Source: an optimization exercise on an open RTL-to-GDS flow (aim: small area and a short achievable clock period). Production flows keep margins and buffers that such runs may drop.
For this run, only the layout was checked, not whether the RTL still works.
No activity file was given, so power comes from the tool's default toggle rates.

**flow/run.sh**
```bash
#!/bin/bash
# synth_recipe.tcl (not shown) runs the flow's synth.tcl, then flattens the netlist and writes it again
# the make line also repeats each setting of config.mk as NAME=value (left out here)
make -C /OpenROAD-flow-scripts/flow DESIGN_CONFIG=/design/flow/config.mk WORK_HOME=/design/flow/orfs CLKGATE_MAP_FILE= SYNTH_SCRIPT=/design/flow/synth_recipe.tcl finish
```
**flow/config.mk**
```make
export PLATFORM = sky130hd
export DESIGN_NAME = divider
export DESIGN_NICKNAME = divider
export VERILOG_FILES = /design/flow/design.v
export SDC_FILE = /design/flow/constraint.sdc
export NUM_CORES = 8
export LEC_CHECK = 0
export CAP_MARGIN = 20
export CORE_MARGIN = 2
export CORE_UTILIZATION = 40
export SLEW_MARGIN = 20
```
**flow/constraint.sdc**
```tcl
create_clock -name core_clock -period 8.0 [get_ports {clk}]
set_input_delay 1.6000 -clock core_clock [delete_from_list [all_inputs] [get_ports {clk}]]
set_output_delay 1.6000 -clock core_clock [all_outputs]
set_load 0.01 [all_outputs]
```
**flow/design.v**
```verilog
module divider
(
    input              clk,
    input              reset,
    input  [31:0]      A,
    input  [31:0]      B,
    input              start,
    input  [7:0]       Physical_address_in,
    input  [31:0]      PC_in,
    input              divider_op_in,
    output             divide_zero_exception,
    output [31:0]      Result,
    output [7:0]       Physical_address_out,
    output [31:0]      PC_out,
    output             done
);
    wire [31:0] x0 = A;
    wire [31:0] d0 = B;
    wire [33:0] e0 = {2'b0, B} + {1'b0, B, 1'b0};   
    wire        v0 = start;
    wire        op0 = divider_op_in;
    wire        z0 = (A != 32'd0) && (B == 32'd0);
    wire [7:0]  pa0 = Physical_address_in;
    wire [31:0] pc0 = PC_in;
    wire [31:0] x0_0 = x0;
    wire [1:0] s0_0_x = x0_0[31:30];
    wire [34:0] s0_0_m0 = 35'd0;
    wire [34:0] s0_0_m1 = {3'b0, d0};
    wire s0_0_h1 = ~|s0_0_m1[34:2];
    wire [2:0] s0_0_d1 = {1'b0, s0_0_x} - {1'b0, s0_0_m1[1:0]};
    wire s0_0_c1 = s0_0_h1 & ~s0_0_d1[2];
    wire [34:0] s0_0_m2 = {2'b0, d0, 1'b0};
    wire s0_0_h2 = ~|s0_0_m2[34:2];
    wire [2:0] s0_0_d2 = {1'b0, s0_0_x} - {1'b0, s0_0_m2[1:0]};
    wire s0_0_c2 = s0_0_h2 & ~s0_0_d2[2];
    wire [34:0] s0_0_m3 = {1'b0, e0};
    wire s0_0_h3 = ~|s0_0_m3[34:2];
    wire [2:0] s0_0_d3 = {1'b0, s0_0_x} - {1'b0, s0_0_m3[1:0]};
    wire s0_0_c3 = s0_0_h3 & ~s0_0_d3[2];
    wire [1:0] s0_0_t = s0_0_c3 ? s0_0_d3[1:0] : (s0_0_c2 ? s0_0_d2[1:0] : (s0_0_c1 ? s0_0_d1[1:0] : (s0_0_x)));
    wire [1:0] s0_0_q = s0_0_c3 ? 2'd3 : (s0_0_c2 ? 2'd2 : (s0_0_c1 ? 2'd1 : (0)));
    wire [31:0] x0_1 = {s0_0_t, x0_0[29:0]};
    wire [3:0] s0_1_x = x0_1[31:28];
    wire [34:0] s0_1_m0 = 35'd0;
    wire [34:0] s0_1_m1 = {3'b0, d0};
    wire s0_1_h1 = ~|s0_1_m1[34:4];
    wire [4:0] s0_1_d1 = {1'b0, s0_1_x} - {1'b0, s0_1_m1[3:0]};
    wire s0_1_c1 = s0_1_h1 & ~s0_1_d1[4];
    wire [34:0] s0_1_m2 = {2'b0, d0, 1'b0};
    wire s0_1_h2 = ~|s0_1_m2[34:4];
    wire [4:0] s0_1_d2 = {1'b0, s0_1_x} - {1'b0, s0_1_m2[3:0]};
    wire s0_1_c2 = s0_1_h2 & ~s0_1_d2[4];
    wire [34:0] s0_1_m3 = {1'b0, e0};
    wire s0_1_h3 = ~|s0_1_m3[34:4];
    wire [4:0] s0_1_d3 = {1'b0, s0_1_x} - {1'b0, s0_1_m3[3:0]};
    wire s0_1_c3 = s0_1_h3 & ~s0_1_d3[4];
    wire [3:0] s0_1_t = s0_1_c3 ? s0_1_d3[3:0] : (s0_1_c2 ? s0_1_d2[3:0] : (s0_1_c1 ? s0_1_d1[3:0] : (s0_1_x)));
    wire [1:0] s0_1_q = s0_1_c3 ? 2'd3 : (s0_1_c2 ? 2'd2 : (s0_1_c1 ? 2'd1 : (0)));
    wire [31:0] x0_2 = {s0_1_t, x0_1[27:0]};
    wire [5:0] s0_2_x = x0_2[31:26];
    wire [34:0] s0_2_m0 = 35'd0;
    wire [34:0] s0_2_m1 = {3'b0, d0};
    wire s0_2_h1 = ~|s0_2_m1[34:6];
    wire [6:0] s0_2_d1 = {1'b0, s0_2_x} - {1'b0, s0_2_m1[5:0]};
    wire s0_2_c1 = s0_2_h1 & ~s0_2_d1[6];
    wire [34:0] s0_2_m2 = {2'b0, d0, 1'b0};
    wire s0_2_h2 = ~|s0_2_m2[34:6];
    wire [6:0] s0_2_d2 = {1'b0, s0_2_x} - {1'b0, s0_2_m2[5:0]};
    wire s0_2_c2 = s0_2_h2 & ~s0_2_d2[6];
    wire [34:0] s0_2_m3 = {1'b0, e0};
    wire s0_2_h3 = ~|s0_2_m3[34:6];
    wire [6:0] s0_2_d3 = {1'b0, s0_2_x} - {1'b0, s0_2_m3[5:0]};
    wire s0_2_c3 = s0_2_h3 & ~s0_2_d3[6];
    wire [5:0] s0_2_t = s0_2_c3 ? s0_2_d3[5:0] : (s0_2_c2 ? s0_2_d2[5:0] : (s0_2_c1 ? s0_2_d1[5:0] : (s0_2_x)));
    wire [1:0] s0_2_q = s0_2_c3 ? 2'd3 : (s0_2_c2 ? 2'd2 : (s0_2_c1 ? 2'd1 : (0)));
    wire [31:0] x0_3 = {s0_2_t, x0_2[25:0]};
    wire [5:0] qn0 = {s0_0_q, s0_1_q, s0_2_q};
    reg [31:0] x1, d1;
    reg [33:0] e1;
    reg [5:0] q1;
    reg v1, op1, z1;
    reg [7:0] pa1;
    reg [31:0] pc1;
    always @(posedge clk) begin
        x1 <= x0_3;
        d1 <= d0;
        e1 <= e0;
        q1 <= qn0;
        op1 <= op0;
        z1 <= z0;
        pa1 <= pa0;
        pc1 <= pc0;
        v1 <= v0 & ~reset;
    end
    wire [31:0] x1_0 = x1;
    wire [7:0] s1_0_x = x1_0[31:24];
    wire [34:0] s1_0_m0 = 35'd0;
    wire [34:0] s1_0_m1 = {3'b0, d1};
    wire s1_0_h1 = ~|s1_0_m1[34:8];
    wire [8:0] s1_0_d1 = {1'b0, s1_0_x} - {1'b0, s1_0_m1[7:0]};
    wire s1_0_c1 = s1_0_h1 & ~s1_0_d1[8];
    wire [34:0] s1_0_m2 = {2'b0, d1, 1'b0};
    wire s1_0_h2 = ~|s1_0_m2[34:8];
    wire [8:0] s1_0_d2 = {1'b0, s1_0_x} - {1'b0, s1_0_m2[7:0]};
    wire s1_0_c2 = s1_0_h2 & ~s1_0_d2[8];
    wire [34:0] s1_0_m3 = {1'b0, e1};
    wire s1_0_h3 = ~|s1_0_m3[34:8];
    wire [8:0] s1_0_d3 = {1'b0, s1_0_x} - {1'b0, s1_0_m3[7:0]};
    wire s1_0_c3 = s1_0_h3 & ~s1_0_d3[8];
    wire [7:0] s1_0_t = s1_0_c3 ? s1_0_d3[7:0] : (s1_0_c2 ? s1_0_d2[7:0] : (s1_0_c1 ? s1_0_d1[7:0] : (s1_0_x)));
    wire [1:0] s1_0_q = s1_0_c3 ? 2'd3 : (s1_0_c2 ? 2'd2 : (s1_0_c1 ? 2'd1 : (0)));
    wire [31:0] x1_1 = {s1_0_t, x1_0[23:0]};
    wire [9:0] s1_1_x = x1_1[31:22];
    wire [34:0] s1_1_m0 = 35'd0;
    wire [34:0] s1_1_m1 = {3'b0, d1};
    wire s1_1_h1 = ~|s1_1_m1[34:10];
    wire [10:0] s1_1_d1 = {1'b0, s1_1_x} - {1'b0, s1_1_m1[9:0]};
    wire s1_1_c1 = s1_1_h1 & ~s1_1_d1[10];
    wire [34:0] s1_1_m2 = {2'b0, d1, 1'b0};
    wire s1_1_h2 = ~|s1_1_m2[34:10];
    wire [10:0] s1_1_d2 = {1'b0, s1_1_x} - {1'b0, s1_1_m2[9:0]};
    wire s1_1_c2 = s1_1_h2 & ~s1_1_d2[10];
    wire [34:0] s1_1_m3 = {1'b0, e1};
    wire s1_1_h3 = ~|s1_1_m3[34:10];
    wire [10:0] s1_1_d3 = {1'b0, s1_1_x} - {1'b0, s1_1_m3[9:0]};
    wire s1_1_c3 = s1_1_h3 & ~s1_1_d3[10];
    wire [9:0] s1_1_t = s1_1_c3 ? s1_1_d3[9:0] : (s1_1_c2 ? s1_1_d2[9:0] : (s1_1_c1 ? s1_1_d1[9:0] : (s1_1_x)));
    wire [1:0] s1_1_q = s1_1_c3 ? 2'd3 : (s1_1_c2 ? 2'd2 : (s1_1_c1 ? 2'd1 : (0)));
    wire [31:0] x1_2 = {s1_1_t, x1_1[21:0]};
    wire [9:0] qn1 = {q1, s1_0_q, s1_1_q};
    reg [31:0] x2, d2;
    reg [33:0] e2;
    reg [9:0] q2;
    reg v2, op2, z2;
    reg [7:0] pa2;
    reg [31:0] pc2;
    always @(posedge clk) begin
        x2 <= x1_2;
        d2 <= d1;
        e2 <= e1;
        q2 <= qn1;
        op2 <= op1;
        z2 <= z1;
        pa2 <= pa1;
        pc2 <= pc1;
        v2 <= v1 & ~reset;
    end
    wire [31:0] x2_0 = x2;
    wire [11:0] s2_0_x = x2_0[31:20];
    wire [34:0] s2_0_m0 = 35'd0;
    wire [34:0] s2_0_m1 = {3'b0, d2};
    wire s2_0_h1 = ~|s2_0_m1[34:12];
    wire [12:0] s2_0_d1 = {1'b0, s2_0_x} - {1'b0, s2_0_m1[11:0]};
    wire s2_0_c1 = s2_0_h1 & ~s2_0_d1[12];
    wire [34:0] s2_0_m2 = {2'b0, d2, 1'b0};
    wire s2_0_h2 = ~|s2_0_m2[34:12];
    wire [12:0] s2_0_d2 = {1'b0, s2_0_x} - {1'b0, s2_0_m2[11:0]};
    wire s2_0_c2 = s2_0_h2 & ~s2_0_d2[12];
    wire [34:0] s2_0_m3 = {1'b0, e2};
    wire s2_0_h3 = ~|s2_0_m3[34:12];
    wire [12:0] s2_0_d3 = {1'b0, s2_0_x} - {1'b0, s2_0_m3[11:0]};
    wire s2_0_c3 = s2_0_h3 & ~s2_0_d3[12];
    wire [11:0] s2_0_t = s2_0_c3 ? s2_0_d3[11:0] : (s2_0_c2 ? s2_0_d2[11:0] : (s2_0_c1 ? s2_0_d1[11:0] : (s2_0_x)));
    wire [1:0] s2_0_q = s2_0_c3 ? 2'd3 : (s2_0_c2 ? 2'd2 : (s2_0_c1 ? 2'd1 : (0)));
    wire [31:0] x2_1 = {s2_0_t, x2_0[19:0]};
    wire [13:0] s2_1_x = x2_1[31:18];
    wire [34:0] s2_1_m0 = 35'd0;
    wire [34:0] s2_1_m1 = {3'b0, d2};
    wire s2_1_h1 = ~|s2_1_m1[34:14];
    wire [14:0] s2_1_d1 = {1'b0, s2_1_x} - {1'b0, s2_1_m1[13:0]};
    wire s2_1_c1 = s2_1_h1 & ~s2_1_d1[14];
    wire [34:0] s2_1_m2 = {2'b0, d2, 1'b0};
    wire s2_1_h2 = ~|s2_1_m2[34:14];
    wire [14:0] s2_1_d2 = {1'b0, s2_1_x} - {1'b0, s2_1_m2[13:0]};
    wire s2_1_c2 = s2_1_h2 & ~s2_1_d2[14];
    wire [34:0] s2_1_m3 = {1'b0, e2};
    wire s2_1_h3 = ~|s2_1_m3[34:14];
    wire [14:0] s2_1_d3 = {1'b0, s2_1_x} - {1'b0, s2_1_m3[13:0]};
    wire s2_1_c3 = s2_1_h3 & ~s2_1_d3[14];
    wire [13:0] s2_1_t = s2_1_c3 ? s2_1_d3[13:0] : (s2_1_c2 ? s2_1_d2[13:0] : (s2_1_c1 ? s2_1_d1[13:0] : (s2_1_x)));
    wire [1:0] s2_1_q = s2_1_c3 ? 2'd3 : (s2_1_c2 ? 2'd2 : (s2_1_c1 ? 2'd1 : (0)));
    wire [31:0] x2_2 = {s2_1_t, x2_1[17:0]};
    wire [13:0] qn2 = {q2, s2_0_q, s2_1_q};
    reg [31:0] x3, d3;
    reg [33:0] e3;
    reg [13:0] q3;
    reg v3, op3, z3;
    reg [7:0] pa3;
    reg [31:0] pc3;
    always @(posedge clk) begin
        x3 <= x2_2;
        d3 <= d2;
        e3 <= e2;
        q3 <= qn2;
        op3 <= op2;
        z3 <= z2;
        pa3 <= pa2;
        pc3 <= pc2;
        v3 <= v2 & ~reset;
    end
    wire [31:0] x3_0 = x3;
    wire [15:0] s3_0_x = x3_0[31:16];
    wire [34:0] s3_0_m0 = 35'd0;
    wire [34:0] s3_0_m1 = {3'b0, d3};
    wire s3_0_h1 = ~|s3_0_m1[34:16];
    wire [16:0] s3_0_d1 = {1'b0, s3_0_x} - {1'b0, s3_0_m1[15:0]};
    wire s3_0_c1 = s3_0_h1 & ~s3_0_d1[16];
    wire [34:0] s3_0_m2 = {2'b0, d3, 1'b0};
    wire s3_0_h2 = ~|s3_0_m2[34:16];
    wire [16:0] s3_0_d2 = {1'b0, s3_0_x} - {1'b0, s3_0_m2[15:0]};
    wire s3_0_c2 = s3_0_h2 & ~s3_0_d2[16];
    wire [34:0] s3_0_m3 = {1'b0, e3};
    wire s3_0_h3 = ~|s3_0_m3[34:16];
    wire [16:0] s3_0_d3 = {1'b0, s3_0_x} - {1'b0, s3_0_m3[15:0]};
    wire s3_0_c3 = s3_0_h3 & ~s3_0_d3[16];
    wire [15:0] s3_0_t = s3_0_c3 ? s3_0_d3[15:0] : (s3_0_c2 ? s3_0_d2[15:0] : (s3_0_c1 ? s3_0_d1[15:0] : (s3_0_x)));
    wire [1:0] s3_0_q = s3_0_c3 ? 2'd3 : (s3_0_c2 ? 2'd2 : (s3_0_c1 ? 2'd1 : (0)));
    wire [31:0] x3_1 = {s3_0_t, x3_0[15:0]};
    wire [17:0] s3_1_x = x3_1[31:14];
    wire [34:0] s3_1_m0 = 35'd0;
    wire [34:0] s3_1_m1 = {3'b0, d3};
    wire s3_1_h1 = ~|s3_1_m1[34:18];
    wire [18:0] s3_1_d1 = {1'b0, s3_1_x} - {1'b0, s3_1_m1[17:0]};
    wire s3_1_c1 = s3_1_h1 & ~s3_1_d1[18];
    wire [34:0] s3_1_m2 = {2'b0, d3, 1'b0};
    wire s3_1_h2 = ~|s3_1_m2[34:18];
    wire [18:0] s3_1_d2 = {1'b0, s3_1_x} - {1'b0, s3_1_m2[17:0]};
    wire s3_1_c2 = s3_1_h2 & ~s3_1_d2[18];
    wire [34:0] s3_1_m3 = {1'b0, e3};
    wire s3_1_h3 = ~|s3_1_m3[34:18];
    wire [18:0] s3_1_d3 = {1'b0, s3_1_x} - {1'b0, s3_1_m3[17:0]};
    wire s3_1_c3 = s3_1_h3 & ~s3_1_d3[18];
    wire [17:0] s3_1_t = s3_1_c3 ? s3_1_d3[17:0] : (s3_1_c2 ? s3_1_d2[17:0] : (s3_1_c1 ? s3_1_d1[17:0] : (s3_1_x)));
    wire [1:0] s3_1_q = s3_1_c3 ? 2'd3 : (s3_1_c2 ? 2'd2 : (s3_1_c1 ? 2'd1 : (0)));
    wire [31:0] x3_2 = {s3_1_t, x3_1[13:0]};
    wire [17:0] qn3 = {q3, s3_0_q, s3_1_q};
    reg [31:0] x4, d4;
    reg [33:0] e4;
    reg [17:0] q4;
    reg v4, op4, z4;
    reg [7:0] pa4;
    reg [31:0] pc4;
    always @(posedge clk) begin
        x4 <= x3_2;
        d4 <= d3;
        e4 <= e3;
        q4 <= qn3;
        op4 <= op3;
        z4 <= z3;
        pa4 <= pa3;
        pc4 <= pc3;
        v4 <= v3 & ~reset;
    end
    wire [31:0] x4_0 = x4;
    wire [19:0] s4_0_x = x4_0[31:12];
    wire [34:0] s4_0_m0 = 35'd0;
    wire [34:0] s4_0_m1 = {3'b0, d4};
    wire s4_0_h1 = ~|s4_0_m1[34:20];
    wire [20:0] s4_0_d1 = {1'b0, s4_0_x} - {1'b0, s4_0_m1[19:0]};
    wire s4_0_c1 = s4_0_h1 & ~s4_0_d1[20];
    wire [34:0] s4_0_m2 = {2'b0, d4, 1'b0};
    wire s4_0_h2 = ~|s4_0_m2[34:20];
    wire [20:0] s4_0_d2 = {1'b0, s4_0_x} - {1'b0, s4_0_m2[19:0]};
    wire s4_0_c2 = s4_0_h2 & ~s4_0_d2[20];
    wire [34:0] s4_0_m3 = {1'b0, e4};
    wire s4_0_h3 = ~|s4_0_m3[34:20];
    wire [20:0] s4_0_d3 = {1'b0, s4_0_x} - {1'b0, s4_0_m3[19:0]};
    wire s4_0_c3 = s4_0_h3 & ~s4_0_d3[20];
    wire [19:0] s4_0_t = s4_0_c3 ? s4_0_d3[19:0] : (s4_0_c2 ? s4_0_d2[19:0] : (s4_0_c1 ? s4_0_d1[19:0] : (s4_0_x)));
    wire [1:0] s4_0_q = s4_0_c3 ? 2'd3 : (s4_0_c2 ? 2'd2 : (s4_0_c1 ? 2'd1 : (0)));
    wire [31:0] x4_1 = {s4_0_t, x4_0[11:0]};
    wire [21:0] s4_1_x = x4_1[31:10];
    wire [34:0] s4_1_m0 = 35'd0;
    wire [34:0] s4_1_m1 = {3'b0, d4};
    wire s4_1_h1 = ~|s4_1_m1[34:22];
    wire [22:0] s4_1_d1 = {1'b0, s4_1_x} - {1'b0, s4_1_m1[21:0]};
    wire s4_1_c1 = s4_1_h1 & ~s4_1_d1[22];
    wire [34:0] s4_1_m2 = {2'b0, d4, 1'b0};
    wire s4_1_h2 = ~|s4_1_m2[34:22];
    wire [22:0] s4_1_d2 = {1'b0, s4_1_x} - {1'b0, s4_1_m2[21:0]};
    wire s4_1_c2 = s4_1_h2 & ~s4_1_d2[22];
    wire [34:0] s4_1_m3 = {1'b0, e4};
    wire s4_1_h3 = ~|s4_1_m3[34:22];
    wire [22:0] s4_1_d3 = {1'b0, s4_1_x} - {1'b0, s4_1_m3[21:0]};
    wire s4_1_c3 = s4_1_h3 & ~s4_1_d3[22];
    wire [21:0] s4_1_t = s4_1_c3 ? s4_1_d3[21:0] : (s4_1_c2 ? s4_1_d2[21:0] : (s4_1_c1 ? s4_1_d1[21:0] : (s4_1_x)));
    wire [1:0] s4_1_q = s4_1_c3 ? 2'd3 : (s4_1_c2 ? 2'd2 : (s4_1_c1 ? 2'd1 : (0)));
    wire [31:0] x4_2 = {s4_1_t, x4_1[9:0]};
    wire [21:0] qn4 = {q4, s4_0_q, s4_1_q};
    reg [31:0] x5, d5;
    reg [33:0] e5;
    reg [21:0] q5;
    reg v5, op5, z5;
    reg [7:0] pa5;
    reg [31:0] pc5;
    always @(posedge clk) begin
        x5 <= x4_2;
        d5 <= d4;
        e5 <= e4;
        q5 <= qn4;
        op5 <= op4;
        z5 <= z4;
        pa5 <= pa4;
        pc5 <= pc4;
        v5 <= v4 & ~reset;
    end
    wire [31:0] x5_0 = x5;
    wire [23:0] s5_0_x = x5_0[31:8];
    wire [34:0] s5_0_m0 = 35'd0;
    wire [34:0] s5_0_m1 = {3'b0, d5};
    wire s5_0_h1 = ~|s5_0_m1[34:24];
    wire [24:0] s5_0_d1 = {1'b0, s5_0_x} - {1'b0, s5_0_m1[23:0]};
    wire s5_0_c1 = s5_0_h1 & ~s5_0_d1[24];
    wire [34:0] s5_0_m2 = {2'b0, d5, 1'b0};
    wire s5_0_h2 = ~|s5_0_m2[34:24];
    wire [24:0] s5_0_d2 = {1'b0, s5_0_x} - {1'b0, s5_0_m2[23:0]};
    wire s5_0_c2 = s5_0_h2 & ~s5_0_d2[24];
    wire [34:0] s5_0_m3 = {1'b0, e5};
    wire s5_0_h3 = ~|s5_0_m3[34:24];
    wire [24:0] s5_0_d3 = {1'b0, s5_0_x} - {1'b0, s5_0_m3[23:0]};
    wire s5_0_c3 = s5_0_h3 & ~s5_0_d3[24];
    wire [23:0] s5_0_t = s5_0_c3 ? s5_0_d3[23:0] : (s5_0_c2 ? s5_0_d2[23:0] : (s5_0_c1 ? s5_0_d1[23:0] : (s5_0_x)));
    wire [1:0] s5_0_q = s5_0_c3 ? 2'd3 : (s5_0_c2 ? 2'd2 : (s5_0_c1 ? 2'd1 : (0)));
    wire [31:0] x5_1 = {s5_0_t, x5_0[7:0]};
    wire [25:0] s5_1_x = x5_1[31:6];
    wire [34:0] s5_1_m0 = 35'd0;
    wire [34:0] s5_1_m1 = {3'b0, d5};
    wire s5_1_h1 = ~|s5_1_m1[34:26];
    wire [26:0] s5_1_d1 = {1'b0, s5_1_x} - {1'b0, s5_1_m1[25:0]};
    wire s5_1_c1 = s5_1_h1 & ~s5_1_d1[26];
    wire [34:0] s5_1_m2 = {2'b0, d5, 1'b0};
    wire s5_1_h2 = ~|s5_1_m2[34:26];
    wire [26:0] s5_1_d2 = {1'b0, s5_1_x} - {1'b0, s5_1_m2[25:0]};
    wire s5_1_c2 = s5_1_h2 & ~s5_1_d2[26];
    wire [34:0] s5_1_m3 = {1'b0, e5};
    wire s5_1_h3 = ~|s5_1_m3[34:26];
    wire [26:0] s5_1_d3 = {1'b0, s5_1_x} - {1'b0, s5_1_m3[25:0]};
    wire s5_1_c3 = s5_1_h3 & ~s5_1_d3[26];
    wire [25:0] s5_1_t = s5_1_c3 ? s5_1_d3[25:0] : (s5_1_c2 ? s5_1_d2[25:0] : (s5_1_c1 ? s5_1_d1[25:0] : (s5_1_x)));
    wire [1:0] s5_1_q = s5_1_c3 ? 2'd3 : (s5_1_c2 ? 2'd2 : (s5_1_c1 ? 2'd1 : (0)));
    wire [31:0] x5_2 = {s5_1_t, x5_1[5:0]};
    wire [25:0] qn5 = {q5, s5_0_q, s5_1_q};
    reg [31:0] x6, d6;
    reg [33:0] e6;
    reg [25:0] q6;
    reg v6, op6, z6;
    reg [7:0] pa6;
    reg [31:0] pc6;
    always @(posedge clk) begin
        x6 <= x5_2;
        d6 <= d5;
        e6 <= e5;
        q6 <= qn5;
        op6 <= op5;
        z6 <= z5;
        pa6 <= pa5;
        pc6 <= pc5;
        v6 <= v5 & ~reset;
    end
    wire [31:0] x6_0 = x6;
    wire [27:0] s6_0_x = x6_0[31:4];
    wire [34:0] s6_0_m0 = 35'd0;
    wire [34:0] s6_0_m1 = {3'b0, d6};
    wire s6_0_h1 = ~|s6_0_m1[34:28];
    wire [28:0] s6_0_d1 = {1'b0, s6_0_x} - {1'b0, s6_0_m1[27:0]};
    wire s6_0_c1 = s6_0_h1 & ~s6_0_d1[28];
    wire [34:0] s6_0_m2 = {2'b0, d6, 1'b0};
    wire s6_0_h2 = ~|s6_0_m2[34:28];
    wire [28:0] s6_0_d2 = {1'b0, s6_0_x} - {1'b0, s6_0_m2[27:0]};
    wire s6_0_c2 = s6_0_h2 & ~s6_0_d2[28];
    wire [34:0] s6_0_m3 = {1'b0, e6};
    wire s6_0_h3 = ~|s6_0_m3[34:28];
    wire [28:0] s6_0_d3 = {1'b0, s6_0_x} - {1'b0, s6_0_m3[27:0]};
    wire s6_0_c3 = s6_0_h3 & ~s6_0_d3[28];
    wire [27:0] s6_0_t = s6_0_c3 ? s6_0_d3[27:0] : (s6_0_c2 ? s6_0_d2[27:0] : (s6_0_c1 ? s6_0_d1[27:0] : (s6_0_x)));
    wire [1:0] s6_0_q = s6_0_c3 ? 2'd3 : (s6_0_c2 ? 2'd2 : (s6_0_c1 ? 2'd1 : (0)));
    wire [31:0] x6_1 = {s6_0_t, x6_0[3:0]};
    wire [29:0] s6_1_x = x6_1[31:2];
    wire [34:0] s6_1_m0 = 35'd0;
    wire [34:0] s6_1_m1 = {3'b0, d6};
    wire s6_1_h1 = ~|s6_1_m1[34:30];
    wire [30:0] s6_1_d1 = {1'b0, s6_1_x} - {1'b0, s6_1_m1[29:0]};
    wire s6_1_c1 = s6_1_h1 & ~s6_1_d1[30];
    wire [34:0] s6_1_m2 = {2'b0, d6, 1'b0};
    wire s6_1_h2 = ~|s6_1_m2[34:30];
    wire [30:0] s6_1_d2 = {1'b0, s6_1_x} - {1'b0, s6_1_m2[29:0]};
    wire s6_1_c2 = s6_1_h2 & ~s6_1_d2[30];
    wire [34:0] s6_1_m3 = {1'b0, e6};
    wire s6_1_h3 = ~|s6_1_m3[34:30];
    wire [30:0] s6_1_d3 = {1'b0, s6_1_x} - {1'b0, s6_1_m3[29:0]};
    wire s6_1_c3 = s6_1_h3 & ~s6_1_d3[30];
    wire [29:0] s6_1_t = s6_1_c3 ? s6_1_d3[29:0] : (s6_1_c2 ? s6_1_d2[29:0] : (s6_1_c1 ? s6_1_d1[29:0] : (s6_1_x)));
    wire [1:0] s6_1_q = s6_1_c3 ? 2'd3 : (s6_1_c2 ? 2'd2 : (s6_1_c1 ? 2'd1 : (0)));
    wire [31:0] x6_2 = {s6_1_t, x6_1[1:0]};
    wire [31:0] s6_2_x = x6_2[31:0];
    wire [34:0] s6_2_m0 = 35'd0;
    wire [34:0] s6_2_m1 = {3'b0, d6};
    wire s6_2_h1 = ~|s6_2_m1[34:32];
    wire [32:0] s6_2_d1 = {1'b0, s6_2_x} - {1'b0, s6_2_m1[31:0]};
    wire s6_2_c1 = s6_2_h1 & ~s6_2_d1[32];
    wire [34:0] s6_2_m2 = {2'b0, d6, 1'b0};
    wire s6_2_h2 = ~|s6_2_m2[34:32];
    wire [32:0] s6_2_d2 = {1'b0, s6_2_x} - {1'b0, s6_2_m2[31:0]};
    wire s6_2_c2 = s6_2_h2 & ~s6_2_d2[32];
    wire [34:0] s6_2_m3 = {1'b0, e6};
    wire s6_2_h3 = ~|s6_2_m3[34:32];
    wire [32:0] s6_2_d3 = {1'b0, s6_2_x} - {1'b0, s6_2_m3[31:0]};
    wire s6_2_c3 = s6_2_h3 & ~s6_2_d3[32];
    wire [31:0] s6_2_t = s6_2_c3 ? s6_2_d3[31:0] : (s6_2_c2 ? s6_2_d2[31:0] : (s6_2_c1 ? s6_2_d1[31:0] : (s6_2_x)));
    wire [1:0] s6_2_q = s6_2_c3 ? 2'd3 : (s6_2_c2 ? 2'd2 : (s6_2_c1 ? 2'd1 : (0)));
    wire [31:0] x6_3 = s6_2_t;
    wire [31:0] qn6 = {q6, s6_0_q, s6_1_q, s6_2_q};
    reg [31:0] res_r;
    reg v_r, z_r;
    reg [7:0] pa_r;
    reg [31:0] pc_r;
    always @(posedge clk) begin
        res_r <= op6 ? qn6 : x6_3;
        z_r <= z6;
        pa_r <= pa6;
        pc_r <= pc6;
        v_r <= v6 & ~reset;
    end
    assign Result = res_r;
    assign divide_zero_exception = z_r;
    assign Physical_address_out = pa_r;
    assign PC_out = pc_r;
    assign done = v_r;
endmodule
```
==> notes.md <==
-- worst reg2reg max path: cells and delay by family (launching register included) --
kind	cells	cell delay, ps
simple gates	6	1190
compound gates	23	4540
fa+ha+maj	4	1050
flops	1	320
buf+inv	14	1730
-- kinds of logic after synthesis --
family                     synth area share
buffers and inverters               0.04037
AOI/OAI and AO/OA                    0.2417
DFF                                  0.3040
muxes                               0.01808
and+or+nand+nor                      0.1460
xor gates and xnor gates            0.07625
adders and majority gates            0.1736
-- registers in the layout, summed over array words and instances (netlist names), 34 cells and up --
signal	flops
e1	34
e2	34
e3	34
e4	34
e5	34
e6	34
-- what timing repair did --
action                     in CTS  in global routing
gates resized for setup       247                180
setup buffers                  69                 50
hold buffers                    0                  0
setup endpoints to repair      38                 92
cloned                          3                  2
pin swaps                     123                 97
-- routing by layer --
metal | part of all wire | global-route usage | vias to the layer above
met5 | 0.00015 | 0 | -
met4 | 0.059 | 0.1456 | 6
met3 | 0.062 | 0.03949 | 555
met2 | 0.46 | 0.4640 | 2096
met1 | 0.42 | 0.3540 | 30550
li1 | - | - | 31750
-- where the power goes --
part	leakage (nW)	internal (mW)	switching (mW)	total, mW
registers	8.48	5.49	0.408	5.90
logic	30.5	4.73	5.07	9.80
clock network	1.73	2.88	2.16	5.04
total	40.7	13.1	7.64	20.7
-- per-stage QoR --
step	cells	instance area [um2]	TNS (ps)	hold WS (ps)	worst slack (ps)
finish	11790	88510	-28230	318.9	-952.0
global route	11790	88500	-37420	324.7	-1257
CTS	11740	87160	-26140	321.2	-908.0
detailed placement	11480	81980	-58280	312.1	-1798
global placement	11480	81970	-54190	309.5	-1716
floorplan	7790	66910	-3304	309.6	-205.6
-- final cells by class --
type	instances	area [um2]	share of cell area
tap	2189	2739	0.03094
inverter	563	2120	0.02395
clock buffer	133	2800	0.03164
sequential	1010	20230	0.2286
multi-input combinational	6076	45580	0.5149
antenna	6	15.01	0.0001696
clock inverter	58	798.3	0.009019
timing repair buffer	1759	14230	0.1608
-- final timing paths --
path / from / depth (start not counted) / slack, ps / to
worst max-delay path: x6[4]$_DFF_P_ / 47 / -950 / res_r[2]$_DFF_P_
worst min-delay path: q3[13]$_DFF_P_ / 0 / 320 / q4[17]$_DFF_P_
worst max register to register: x6[4]$_DFF_P_ / 47 / -950 / res_r[2]$_DFF_P_
worst min register to register: q3[13]$_DFF_P_ / 0 / 320 / q4[17]$_DFF_P_
-- cell usage after synthesis, types with 109 or more instances --
cell type | number | area [um2]
o21ai_0 | 496 | 2482
xnor2_1 | 367 | 3214
ha_1 | 846 | 10590
nand2_1 | 532 | 1997
xor2_1 | 212 | 1857
nor3_1 | 181 | 905.9
clkbuf_1 | 113 | 424.2
nor2b_1 | 134 | 838.3
dfxtp_1 | 1010 | 20220
o21a_1 | 163 | 1224
nand3_1 | 140 | 700.7
a211oi_1 | 132 | 991.0
nand2b_1 | 109 | 681.9
inv_1 | 562 | 2110
a21oi_1 | 637 | 3188
nor2_1 | 559 | 2098
a21o_1 | 226 | 1697
==> impl_metrics.toml <==
[global_route]
grt_pass1_vias = 63110
grt_max_degree = 49
antenna_found_initial = 15
gr-usage-all-layers = 0.2806
overflow = 0
grt_pass1_wl_um = 368100

[setup_path]
worstSetupEndpointType = "flop"
path_buf_inv = 14
worstSetupStartpointType = "flop"
critical_path_class = "reg2reg"
cpMostUsedCell = "buf_6"
path_max_fanout = 9
crit_required_ps = 8590
crit_arrival_ps = 9540
cp_top_family = "compound AO/OA/AOI/OAI gates"
critPathMaxStageDelay_ps = 430
cp_slowest_cell = "a2111oi_4"

[synth]
yosysUniqueCellTypes = 98
synth_seq_cells = 1010
syn_avg_cell_area_um2 = 8.538
syn-cell-area_um2 = 66510
synth_ff_type = "dfxtp_1"
syn-num-nets = 8792
ys_seq_area_frac = 0.3040
async_flop_share = 0
ys_warn_count = 1
syn-instance-count = 7790
synth_edf_count = 0

[cts]
clk_root_buffer_cell = "clkbuf_16"
numCtsBuffers = 102
cts_tree = "yes"
cts.htree.levels = 3
cts_sinks = 1010
path_clk_slew_ps = 60
clk_latency_ps = 780
cts_buffer_depth = 3

[drt]
vias = 64950
postRouteAntennaNets = 0
drt_wl_total_um = 246600
drc = 0
dr.first_iter.drc_count = 4895
routedWlPerCell_um = 20.91
first_pass_iters = 6
via_per_inst = 5.507

[sta]
finalHoldViolCount = 0
setup_viol = 32
slew_viol_final = 0
finClkSkew_ps = 64.81
rsz0062_at_grt = "yes"
fmax_mhz = 111.7
tightest_slew_ps = 1078
finalCriticalPeriod_ps = 8952
period_share = 1.119
fin_ws_ps = -952.0
max_slew_margin = 0.2812

[floorplanning]
die_h_um = 411.8
core_um2 = 165000
die_w_um = 411.8
start_util = 0.4031
rows = 149
pin_count = 182
dieArea_um2 = 169500

[power]
p_per_area_nw_per_um2 = 234.3
total_power_mw = 20.74
leakagePower_nw = 40.69
max-vdd-ir-drop_mv = 0.2135

[layout]
fin_nets = 10510
utilization = 0.5365
final_common_cell = "buf_4"
fill_cells = 15240
area_growth_syn_to_layout_pct = 33.08
final_cell_mix = "buf_4 (1497), dfxtp_1 (1003), ha_1 (811)"
drive_gt1_frac = 0.2249

[placement]
gp_congestion = 1.025
dp_hpwl_um = 204200
portBuffers = 181

[outcome]
status = "finished with violations"
violatedChecks = "negative setup slack"

[job]
drv_cap = 0

[hold_path]
min_path_type = "reg2reg"

-- re-timing with driven ports --
The flow's constraints put no driver on any port. The routed layout listed below was extracted and timed again, unchanged, in two steps.
Step 1: set_driving_cell puts a clkbuf_16 on clk and a buf_2 on each other input, an assumption about the parent block.
Step 2 adds t to the input delays and takes it off the output delays; t is the mean of the earliest and latest rising clock arrival at the registers after step 1. Input paths then give back, and output paths get back, about the clock's delay inside the block.
Three values: ideal ports, drivers, drivers and shift; two values: the first two.
t, ns: 0.826
setup WS [ns]: -0.952 / -0.952 / -0.952
worst setup path after step 2: register to register
clock arrival spread, ns: 0.078 / 0.078
cell pins on the clock port's net: 1
The setup slack of this run moves by 0.000 ns with the drivers and by 0.000 ns with both steps.
